This is an optimization exercise on Yosys and OpenROAD, whose aim is a short achievable clock period and few clock cycles, not a production implementation.
Where RTL was checked, it was by simulation tests only, not by an equivalence proof against the original.
The flow treats the clock pin as an ideal source, which a real chip does not have.
Power is estimated from default activity; no workload was simulated.

Design MIPS_DLX, start of the top module:
module MIPS_DLX(
	input         clock,
	input         reset,
	input         enable,
	output [9:0]  imem_addr,
	input  [31:0] imem_data,
	output [9:0]  dmem_addr,
	output [31:0] dmem_wdata,
	output        dmem_we,
	input  [31:0] dmem_rdata
);
For scale: about 5,300 cells after synthesis, roughly 120 I/O pins.
Settings: LEC_CHECK=0, CAP_MARGIN=20, CORE_MARGIN=2, CORE_UTILIZATION=40, SLEW_MARGIN=20; clock period 10.0 ns.
standard.sh (not shown) runs the stock make flow with config.mk's settings and CLKGATE_MAP_FILE= SYNTH_SCRIPT=/design/flow/synth_recipe.tcl, a recipe that flattens the netlist after the stock synthesis.
==> flow/flow/run.sh <==
#!/bin/bash
# Standard ORFS layout with delay cells kept out of the netlist and
# repair_timing asked for more setup slack than the default.
set -euo pipefail
DONT_USE="sky130_fd_sc_hd__probe_p_8 sky130_fd_sc_hd__probec_p_8 sky130_fd_sc_hd__lpflow_bleeder_1 sky130_fd_sc_hd__lpflow_clkbufkapwr_1 sky130_fd_sc_hd__lpflow_clkbufkapwr_16 sky130_fd_sc_hd__lpflow_clkbufkapwr_2 sky130_fd_sc_hd__lpflow_clkbufkapwr_4 sky130_fd_sc_hd__lpflow_clkbufkapwr_8 sky130_fd_sc_hd__lpflow_clkinvkapwr_1 sky130_fd_sc_hd__lpflow_clkinvkapwr_16 sky130_fd_sc_hd__lpflow_clkinvkapwr_2 sky130_fd_sc_hd__lpflow_clkinvkapwr_4 sky130_fd_sc_hd__lpflow_clkinvkapwr_8 sky130_fd_sc_hd__lpflow_decapkapwr_12 sky130_fd_sc_hd__lpflow_decapkapwr_3 sky130_fd_sc_hd__lpflow_decapkapwr_4 sky130_fd_sc_hd__lpflow_decapkapwr_6 sky130_fd_sc_hd__lpflow_decapkapwr_8 sky130_fd_sc_hd__lpflow_inputiso0n_1 sky130_fd_sc_hd__lpflow_inputiso0p_1 sky130_fd_sc_hd__lpflow_inputiso1n_1 sky130_fd_sc_hd__lpflow_inputiso1p_1 sky130_fd_sc_hd__lpflow_inputisolatch_1 sky130_fd_sc_hd__lpflow_isobufsrc_1 sky130_fd_sc_hd__lpflow_isobufsrc_16 sky130_fd_sc_hd__lpflow_isobufsrc_2 sky130_fd_sc_hd__lpflow_isobufsrc_4 sky130_fd_sc_hd__lpflow_isobufsrc_8 sky130_fd_sc_hd__lpflow_isobufsrckapwr_16 sky130_fd_sc_hd__lpflow_lsbuf_lh_hl_isowell_tap_1 sky130_fd_sc_hd__lpflow_lsbuf_lh_hl_isowell_tap_2 sky130_fd_sc_hd__lpflow_lsbuf_lh_hl_isowell_tap_4 sky130_fd_sc_hd__lpflow_lsbuf_lh_isowell_4 sky130_fd_sc_hd__lpflow_lsbuf_lh_isowell_tap_1 sky130_fd_sc_hd__lpflow_lsbuf_lh_isowell_tap_2 sky130_fd_sc_hd__lpflow_lsbuf_lh_isowell_tap_4 sky130_fd_sc_hd__fill_1 sky130_fd_sc_hd__fill_2 sky130_fd_sc_hd__fill_4 sky130_fd_sc_hd__fill_8  sky130_fd_sc_hd__clkdlybuf4s15_1 sky130_fd_sc_hd__clkdlybuf4s15_2 sky130_fd_sc_hd__clkdlybuf4s18_1 sky130_fd_sc_hd__clkdlybuf4s18_2 sky130_fd_sc_hd__clkdlybuf4s25_1 sky130_fd_sc_hd__clkdlybuf4s25_2 sky130_fd_sc_hd__clkdlybuf4s50_1 sky130_fd_sc_hd__clkdlybuf4s50_2 sky130_fd_sc_hd__dlygate4sd1_1 sky130_fd_sc_hd__dlygate4sd2_1 sky130_fd_sc_hd__dlygate4sd3_1 sky130_fd_sc_hd__dlymetal6s2s_1 sky130_fd_sc_hd__dlymetal6s4s_1 sky130_fd_sc_hd__dlymetal6s6s_1"
bash standard.sh "DONT_USE_CELLS=$DONT_USE" SETUP_SLACK_MARGIN=5.6 SLEW_MARGIN=50 CAP_MARGIN=50 POST_CTS_TCL="$PWD/flow/post_cts.tcl" finish > standard.log 2>&1
Other scripts of this flow, unchanged in this note and not shown: flow/flow/post_cts.tcl
Testbench counts at the start, summed over its fixed seeds: cycles 30,452.
Next try:
--- a/flow/design.v
+++ b/flow/design.v
@@ -17,20 +17,21 @@
 reg [4:0]  e_dst;
 reg [9:0]  e_pc1, e_tgt;                  
 reg [9:0]  e_pc;
 reg        e_hit, e_spred;
 reg [1:0]  e_ctr;
 reg        e_fa, e_fb, e_fc;              
 reg [31:0] e_a, e_b, e_c;                 
 reg        e_sub, e_arith, e_and, e_or, e_xor, e_nor, e_slt, e_sltu;
 reg        e_sll, e_sr, e_sra, e_big;
 reg        e_ek_addi, e_ek_andi, e_ek_slt, e_ek_sltu, e_ek_ld, e_ezk;
+reg        e_ek_sl;                       
 reg [31:0] e_negimm;
 reg [4:0]  x_lo, x_hi0, x_hi1;
 reg        x_c;
 reg [31:0] x_wdata;
 reg        x_sfwd;                        
 reg [31:0] m_res;
 reg [31:0] rf [1:31];
 wire [31:0] R = dmem_rdata;
 assign dmem_addr  = {x_c ? x_hi1 : x_hi0, x_lo};
 assign dmem_wdata = x_sfwd ? m_res : x_wdata;
@@ -41,39 +42,46 @@
 wire [31:0] cx   = c ^ {32{e_sub}};
 wire [32:0] sum  = {1'b0, a} + {1'b0, cx} + {32'd0, e_sub};
 wire        lt   = (a[31] ^ c[31]) ? a[31] : sum[31];
 wire        ltu  = ~sum[32];
 wire [4:0]  sh   = c[4:0];
 wire        big  = e_big & (|c[31:5]);
 wire [31:0] shl  = a << sh;
 wire [32:0] shr  = $signed({e_sra & a[31], a}) >>> sh;
 wire [31:0] res_shl = big ? 32'd0 : shl;
 wire [31:0] res_shr = big ? {32{e_sra & a[31]}} : shr[31:0];
+wire [9:0]  sum10 = a[9:0] + cx[9:0] + {9'd0, e_sub};
+wire [9:0]  res10 = ({10{e_arith}} & sum10)
+                  | ({10{e_and}}   & (a[9:0] & c[9:0]))
+                  | ({10{e_or}}    & (a[9:0] | c[9:0]))
+                  | ({10{e_xor}}   & (a[9:0] ^ c[9:0]))
+                  | ({10{e_nor}}   & ~(a[9:0] | c[9:0]))
+                  | ({10{e_sll}}   & res_shl[9:0])
+                  | ({10{e_sr}}    & res_shr[9:0]);
 wire [31:0] res = ({32{e_arith}} & sum[31:0])
                 | ({32{e_and}}   & (a & c))
                 | ({32{e_or}}    & (a | c))
                 | ({32{e_xor}}   & (a ^ c))
                 | ({32{e_nor}}   & ~(a | c))
                 | {31'd0, (e_slt & lt) | (e_sltu & ltu)}
                 | ({32{e_sll}}   & res_shl)
                 | ({32{e_sr}}    & res_shr)
                 | ({32{e_load}}  & R);
 wire        eq_rr      = (e_a == e_b);
 wire        eq_mr      = (m_res == e_b);
 wire        eq_rm      = (e_a == m_res);
 wire        eq         = e_fa ? (e_fb ? 1'b1 : eq_mr) : (e_fb ? eq_rm : eq_rr);
 wire        taken      = eq ^ e_bne;
 wire        mispredict = eq ? e_mis_eq : e_mis_ne;
 wire        z_addi = e_fa ? (m_res == e_negimm) : (e_a == e_negimm);
 wire        ezero = (e_ek_addi & z_addi) | (e_ek_andi & ~|(a & c)) |
                     (e_ek_slt & ~lt) | (e_ek_sltu & ~ltu) | (e_ek_ld & ~|R);
-wire [9:0]  sum10 = a[9:0] + cx[9:0] + {9'd0, e_sub};
 wire [31:0] ins   = imem_data;
 wire [5:0]  op    = ins[31:26];
 wire [4:0]  rs    = ins[25:21];
 wire [4:0]  rt    = ins[20:16];
 wire [4:0]  rd    = ins[15:11];
 wire [5:0]  funct = ins[5:0];
 wire is_r    = op == 6'b000000;
 wire is_j    = op == 6'b000010;
 wire is_beq  = op == 6'b000100;
 wire is_bne  = op == 6'b000101;
@@ -104,23 +112,22 @@
 wire f_srav = is_r & (funct == 6'h07);
 wire f_and  = is_r & ~(f_add | f_sub | f_or | f_xor | f_nor | f_slt | f_sltu |
                        f_sll | f_srl | f_sra | f_sllv | f_srlv | f_srav);
 wire [31:0] imm = {{16{ins[15]}}, ins[15:0]};
 wire [31:0] rf_a = (rs == 5'd0) ? 32'd0 : rf[rs];
 wire [31:0] rf_b = (rt == 5'd0) ? 32'd0 : rf[rt];
 wire [31:0] val_a = rf_a;
 wire [31:0] val_b = rf_b;
 wire fwd_a = e_we & (e_dst == rs);
 wire fwd_b = e_we & (e_dst == rt);
-wire       e_addsub = e_arith;                   
-wire       stall    = is_mem & fwd_a & ~e_load & ~e_addsub;
-wire [9:0] base     = fwd_a ? (e_load ? R[9:0] : sum10) : val_a[9:0];
+wire       stall    = is_mem & fwd_a & e_ek_sl;
+wire [9:0] base     = fwd_a ? (e_load ? R[9:0] : res10) : val_a[9:0];
 wire [5:0] a_lo     = {1'b0, base[4:0]} + {1'b0, ins[4:0]};
 wire [4:0] a_hi0    = base[9:5] + ins[9:5];
 wire [4:0] a_hi1    = base[9:5] + ins[9:5] + 5'd1;
 wire same  = rs == rt;
 wire spred = is_beq ? (same | ins[15]) : ~same;
 reg [31:0]  bp_v;
 reg [159:0] bp_tag;
 reg [63:0]  bp_ctr;
 wire [4:0] bp_i   = pc[4:0];
 wire       bp_hit = bp_v[bp_i] & (bp_tag[bp_i*5 +: 5] == pc[9:5]);
@@ -181,20 +188,21 @@
 		e_sltu   <= f_sltu;
 		e_sll    <= f_sll | f_sllv;
 		e_sr     <= f_srl | f_sra | f_srlv | f_srav;
 		e_sra    <= f_sra | f_srav;
 		e_big    <= f_sll | f_srl | f_sra;
 		e_ek_addi <= is_addi;
 		e_ek_andi <= is_andi;
 		e_ek_slt  <= f_slt | is_slti;
 		e_ek_sltu <= f_sltu;
 		e_ek_ld   <= is_lw;
+		e_ek_sl   <= f_slt | is_slti | f_sltu;
 		e_ezk     <= is_addi | is_andi | f_slt | is_slti | f_sltu | is_lw;
 		e_negimm  <= 32'd0 - imm;
 		x_lo     <= a_lo[4:0];
 		x_c      <= a_lo[5];
 		x_hi0    <= a_hi0;
 		x_hi1    <= a_hi1;
 		x_wdata  <= val_b;
 		x_sfwd   <= fwd_b;
 	end
 end
Result:
- The changed run finished with timing, DRC and antenna clean
- power came out higher by a few percent
- design area came out higher by a few percent
- via count came out higher by a few percent
- count of clock-buffer cells in the layout came out higher by 17
- wire length came out higher by a little under a tenth
- die area stays flat
For the second run of this note, only the layout was checked, not whether the RTL still works.

========
Another version of the RTL of MIPS_DLX (not shown whole).
For scale: roughly 2300 flip-flops, roughly 120 I/O pins, ~140000 µm² of cells after synthesis.
export LEC_CHECK = 0
export CAP_MARGIN = 20
export CORE_MARGIN = 2
export CORE_UTILIZATION = 40
export SLEW_MARGIN = 20
create_clock -name core_clock -period 10.0 [get_ports {clock}]
==> flow/flow/run.sh <==
#!/bin/bash
# Standard ORFS layout with delay cells kept out of the netlist and
# repair_timing asked for more setup slack than the default.
set -euo pipefail
DONT_USE="sky130_fd_sc_hd__probe_p_8 sky130_fd_sc_hd__probec_p_8 sky130_fd_sc_hd__lpflow_bleeder_1 sky130_fd_sc_hd__lpflow_clkbufkapwr_1 sky130_fd_sc_hd__lpflow_clkbufkapwr_16 sky130_fd_sc_hd__lpflow_clkbufkapwr_2 sky130_fd_sc_hd__lpflow_clkbufkapwr_4 sky130_fd_sc_hd__lpflow_clkbufkapwr_8 sky130_fd_sc_hd__lpflow_clkinvkapwr_1 sky130_fd_sc_hd__lpflow_clkinvkapwr_16 sky130_fd_sc_hd__lpflow_clkinvkapwr_2 sky130_fd_sc_hd__lpflow_clkinvkapwr_4 sky130_fd_sc_hd__lpflow_clkinvkapwr_8 sky130_fd_sc_hd__lpflow_decapkapwr_12 sky130_fd_sc_hd__lpflow_decapkapwr_3 sky130_fd_sc_hd__lpflow_decapkapwr_4 sky130_fd_sc_hd__lpflow_decapkapwr_6 sky130_fd_sc_hd__lpflow_decapkapwr_8 sky130_fd_sc_hd__lpflow_inputiso0n_1 sky130_fd_sc_hd__lpflow_inputiso0p_1 sky130_fd_sc_hd__lpflow_inputiso1n_1 sky130_fd_sc_hd__lpflow_inputiso1p_1 sky130_fd_sc_hd__lpflow_inputisolatch_1 sky130_fd_sc_hd__lpflow_isobufsrc_1 sky130_fd_sc_hd__lpflow_isobufsrc_16 sky130_fd_sc_hd__lpflow_isobufsrc_2 sky130_fd_sc_hd__lpflow_isobufsrc_4 sky130_fd_sc_hd__lpflow_isobufsrc_8 sky130_fd_sc_hd__lpflow_isobufsrckapwr_16 sky130_fd_sc_hd__lpflow_lsbuf_lh_hl_isowell_tap_1 sky130_fd_sc_hd__lpflow_lsbuf_lh_hl_isowell_tap_2 sky130_fd_sc_hd__lpflow_lsbuf_lh_hl_isowell_tap_4 sky130_fd_sc_hd__lpflow_lsbuf_lh_isowell_4 sky130_fd_sc_hd__lpflow_lsbuf_lh_isowell_tap_1 sky130_fd_sc_hd__lpflow_lsbuf_lh_isowell_tap_2 sky130_fd_sc_hd__lpflow_lsbuf_lh_isowell_tap_4  sky130_fd_sc_hd__clkdlybuf4s15_1 sky130_fd_sc_hd__clkdlybuf4s15_2 sky130_fd_sc_hd__clkdlybuf4s18_1 sky130_fd_sc_hd__clkdlybuf4s18_2 sky130_fd_sc_hd__clkdlybuf4s25_1 sky130_fd_sc_hd__clkdlybuf4s25_2 sky130_fd_sc_hd__clkdlybuf4s50_1 sky130_fd_sc_hd__clkdlybuf4s50_2 sky130_fd_sc_hd__dlygate4sd1_1 sky130_fd_sc_hd__dlygate4sd2_1 sky130_fd_sc_hd__dlygate4sd3_1 sky130_fd_sc_hd__dlymetal6s2s_1 sky130_fd_sc_hd__dlymetal6s4s_1 sky130_fd_sc_hd__dlymetal6s6s_1"
bash standard.sh "DONT_USE_CELLS=$DONT_USE" SETUP_SLACK_MARGIN=5.6 SLEW_MARGIN=50 CAP_MARGIN=50 POST_CTS_TCL="$PWD/flow/post_cts.tcl" finish > standard.log 2>&1
Other scripts of this flow, unchanged in this note and not shown: flow/flow/post_cts.tcl
Rerun with:
--- a/flow/design.v
+++ b/flow/design.v
@@ -23,21 +23,21 @@
 reg        e_pred, e_bne;
 reg [4:0]  e_dst;
 reg [9:0]  e_pc1, e_tgt;                  
 reg [9:0]  e_pc;
 reg        e_hit, e_spred;
 reg [1:0]  e_ctr;
 reg        e_fa, e_fb, e_fc;              
 reg [31:0] e_a, e_b, e_c;                 
 reg        e_sub, e_arith, e_and, e_or, e_xor, e_nor, e_slt, e_sltu;
 reg        e_sll, e_sr, e_sra, e_big;
-reg        e_ek_addi, e_ek_andi, e_ek_ld, e_ezk;
+reg        e_ek_addi, e_ek_andi, e_ek_slt, e_ek_sltu, e_ek_ld, e_ezk;
 reg        e_ek_sl;                       
 reg [31:0] e_negimm;
 reg [4:0]  x_lo, x_hi0, x_hi1;
 reg        x_c;
 reg [31:0] x_wdata;
 reg        x_sfwd;                        
 reg [31:0] m_res;
 reg        m_we;
 reg [4:0]  m_dst;
 reg [31:1] f_one, f_b0;                   
@@ -83,21 +83,21 @@
 wire        taken      = eq ^ e_bne;
 wire        mispredict_b = eq ? e_mis_eq : e_mis_ne;
 wire        eq2        = e_fa2 ? (e_fb2 ? 1'b1 : (m_res == e_b2)) :
                                  (e_fb2 ? (e_a2 == m_res) : (e_a2 == e_b2));
 wire        fcond      = e_fz ? ezero : eq2;
 wire        ftaken     = e_fbeq ? fcond : ~fcond;
 wire        mispredict_f = e_fold & (ftaken != e_fpred);
 wire        mispredict = mispredict_b | mispredict_f;
 wire        z_addi = e_fa ? (m_res == e_negimm) : (e_a == e_negimm);
 wire        ezero = (e_ek_addi & z_addi) | (e_ek_andi & ~|(a & c)) |
-                    (e_ek_ld & ~|R);
+                    (e_ek_slt & ~lt) | (e_ek_sltu & ~ltu) | (e_ek_ld & ~|R);
 wire [31:0] ins   = imem_data;
 wire [5:0]  op    = ins[31:26];
 wire [4:0]  rs    = ins[25:21];
 wire [4:0]  rt    = ins[20:16];
 wire [4:0]  rd    = ins[15:11];
 wire [5:0]  funct = ins[5:0];
 wire is_r    = op == 6'b000000;
 wire is_j    = op == 6'b000010;
 wire is_beq  = op == 6'b000100;
 wire is_bne  = op == 6'b000101;
@@ -184,21 +184,21 @@
 wire [3:0] fb_i    = pc[3:0];
 wire       fb_hit  = fb_v[fb_i] & (fb_tag[fb_i*6 +: 6] == pc[9:4]);
 wire       fb_isj  = fb_j[fb_i];
 wire       fb_eq   = fb_beq[fb_i];
 wire [4:0] fb_reg  = fb_r[fb_i*5 +: 5];
 wire [4:0] fb_rsi  = fb_rs[fb_i*5 +: 5];
 wire [4:0] fb_rti  = fb_rt[fb_i*5 +: 5];
 wire       fb_z    = fb_zt[fb_i];
 wire [9:0] fb_dst  = fb_tgt[fb_i*10 +: 10];
 wire [1:0] fb_c    = fb_ctr[fb_i*2 +: 2];
-wire       x_ezk   = is_addi | is_andi | is_lw;
+wire       x_ezk   = is_addi | is_andi | f_slt | is_slti | f_sltu | is_lw;
 wire       fold_ok = fb_hit & ~is_br & ~is_j;
 wire       fold_j  = fold_ok & fb_isj;
 wire       fold_z  = fb_z & we & x_ezk & (dst == fb_reg);
 wire       fold_g  = ~(we & ((dst == fb_rsi) | (dst == fb_rti)));
 wire       fold_b  = fold_ok & ~fb_isj & (fold_z | fold_g);
 wire [31:0] g_a    = (fb_rsi == 5'd0) ? 32'd0 : rf[fb_rsi];
 wire [31:0] g_b    = (fb_rti == 5'd0) ? 32'd0 : rf[fb_rti];
 wire        g_fa   = e_we & (e_dst == fb_rsi);
 wire        g_fb   = e_we & (e_dst == fb_rti);
 wire       x_dec1  = is_addi & (ins[15:0] == 16'hFFFF);
@@ -220,21 +220,21 @@
 	else if (enable)
 		pc <= mispredict_f ? e_falt : mispredict_b ? (e_pred ? e_pc1 : e_tgt) : f_next;
 end
 wire kill = mispredict | stall;       
 always @(posedge clock) begin
 	if (reset) begin
 		e_we <= 1'b0; e_load <= 1'b0; e_store <= 1'b0; e_br <= 1'b0;
 		e_mis_eq <= 1'b0; e_mis_ne <= 1'b0; e_ezk <= 1'b0; e_fold <= 1'b0;
 	end else if (enable) begin
 		e_fold   <= fold_b & ~kill;
-		e_ezk    <= we & ~kill & (is_addi | is_andi | is_lw);
+		e_ezk    <= we & ~kill & (is_addi | is_andi | f_slt | is_slti | f_sltu | is_lw);
 		e_we     <= we & ~kill;
 		e_load   <= is_lw & ~kill;
 		e_store  <= is_sw & ~kill;
 		e_br     <= is_br & ~kill;
 		e_mis_eq <= is_br & ~kill & (is_bne == pred);
 		e_mis_ne <= is_br & ~kill & (is_bne != pred);
 	end
 end
 always @(posedge clock) begin
 	if (enable) begin
@@ -270,20 +270,22 @@
 		e_xor    <= f_xor | is_xori;
 		e_nor    <= f_nor;
 		e_slt    <= f_slt | is_slti;
 		e_sltu   <= f_sltu;
 		e_sll    <= f_sll | f_sllv;
 		e_sr     <= f_srl | f_sra | f_srlv | f_srav;
 		e_sra    <= f_sra | f_srav;
 		e_big    <= f_sll | f_srl | f_sra;
 		e_ek_addi <= is_addi;
 		e_ek_andi <= is_andi;
+		e_ek_slt  <= f_slt | is_slti;
+		e_ek_sltu <= f_sltu;
 		e_ek_ld   <= is_lw;
 		e_ek_sl   <= f_slt | is_slti | f_sltu;
 		e_negimm  <= 32'd0 - imm;
 		x_lo     <= a_lo[4:0];
 		x_c      <= a_lo[5];
 		x_hi0    <= a_hi0[4:0];
 		x_hi1    <= a_hi1[4:0];
 		x_wdata  <= val_b;
 		x_sfwd   <= fwd_b;
 	end
Effect: Wire length shrinks by a few percent; clock skew shrinks by 0.066 ns; die area shrinks slightly; worst setup slack is better by 0.027 ns; via count grows slightly; power shrinks by a few percent; clock power shrinks slightly; clock-buffer cell count grows by 1.
Testbench counts after the change, summed over its fixed seeds: cycles 26,046.
Function not checked in the first run of this note: the RTL went through the layout flow alone.

static timing again, ports no longer ideal:
No port has a modelled driver above. Below, the same layouts with a new extraction and two added sets of constraints.
Step 1 (the two cells are an assumption about what drives the block):
set clk [get_ports {clock}]
set_driving_cell -lib_cell sky130_fd_sc_hd__clkbuf_16 $clk
set_driving_cell -lib_cell sky130_fd_sc_hd__buf_2 [delete_from_list [all_inputs] $clk]
Step 2, shift: input delay + t, output delay - t, t = (earliest + latest rising clock arrival at the registers) / 2. This alone moves slack from input paths to output paths.
a / b / c = no drivers / after step 1 / after step 2; a / b = the first two.
| run | t (ns) | setup WS [ns] | worst setup path at the end | worst register clock-pin slew, ns | worst slew at a driven data input, ns |
|---|---|---|---|---|---|
| the first run of note 1 | 0.889 | 5.563 / 5.296 / 4.407 | input to register | 0.07 / 0.07 | 0.36 |
| the second run of note 1 | 0.902 | 5.430 / 5.152 / 4.250 | input to register | 0.07 / 0.07 | 0.40 |
| the first run of note 2 | 1.043 | 5.219 / 5.219 / 4.186 | input to register | 0.10 / 0.10 | 0.39 |
| the second run of note 2 | 1.047 | 5.246 / 5.180 / 4.133 | input to register | 0.07 / 0.07 | 0.33 |
After both steps setup and hold are still met in every run listed. For the second run of note 1, which loses most, drivers alone change the setup slack by -0.278 ns; drivers and shift together by -1.180 ns.
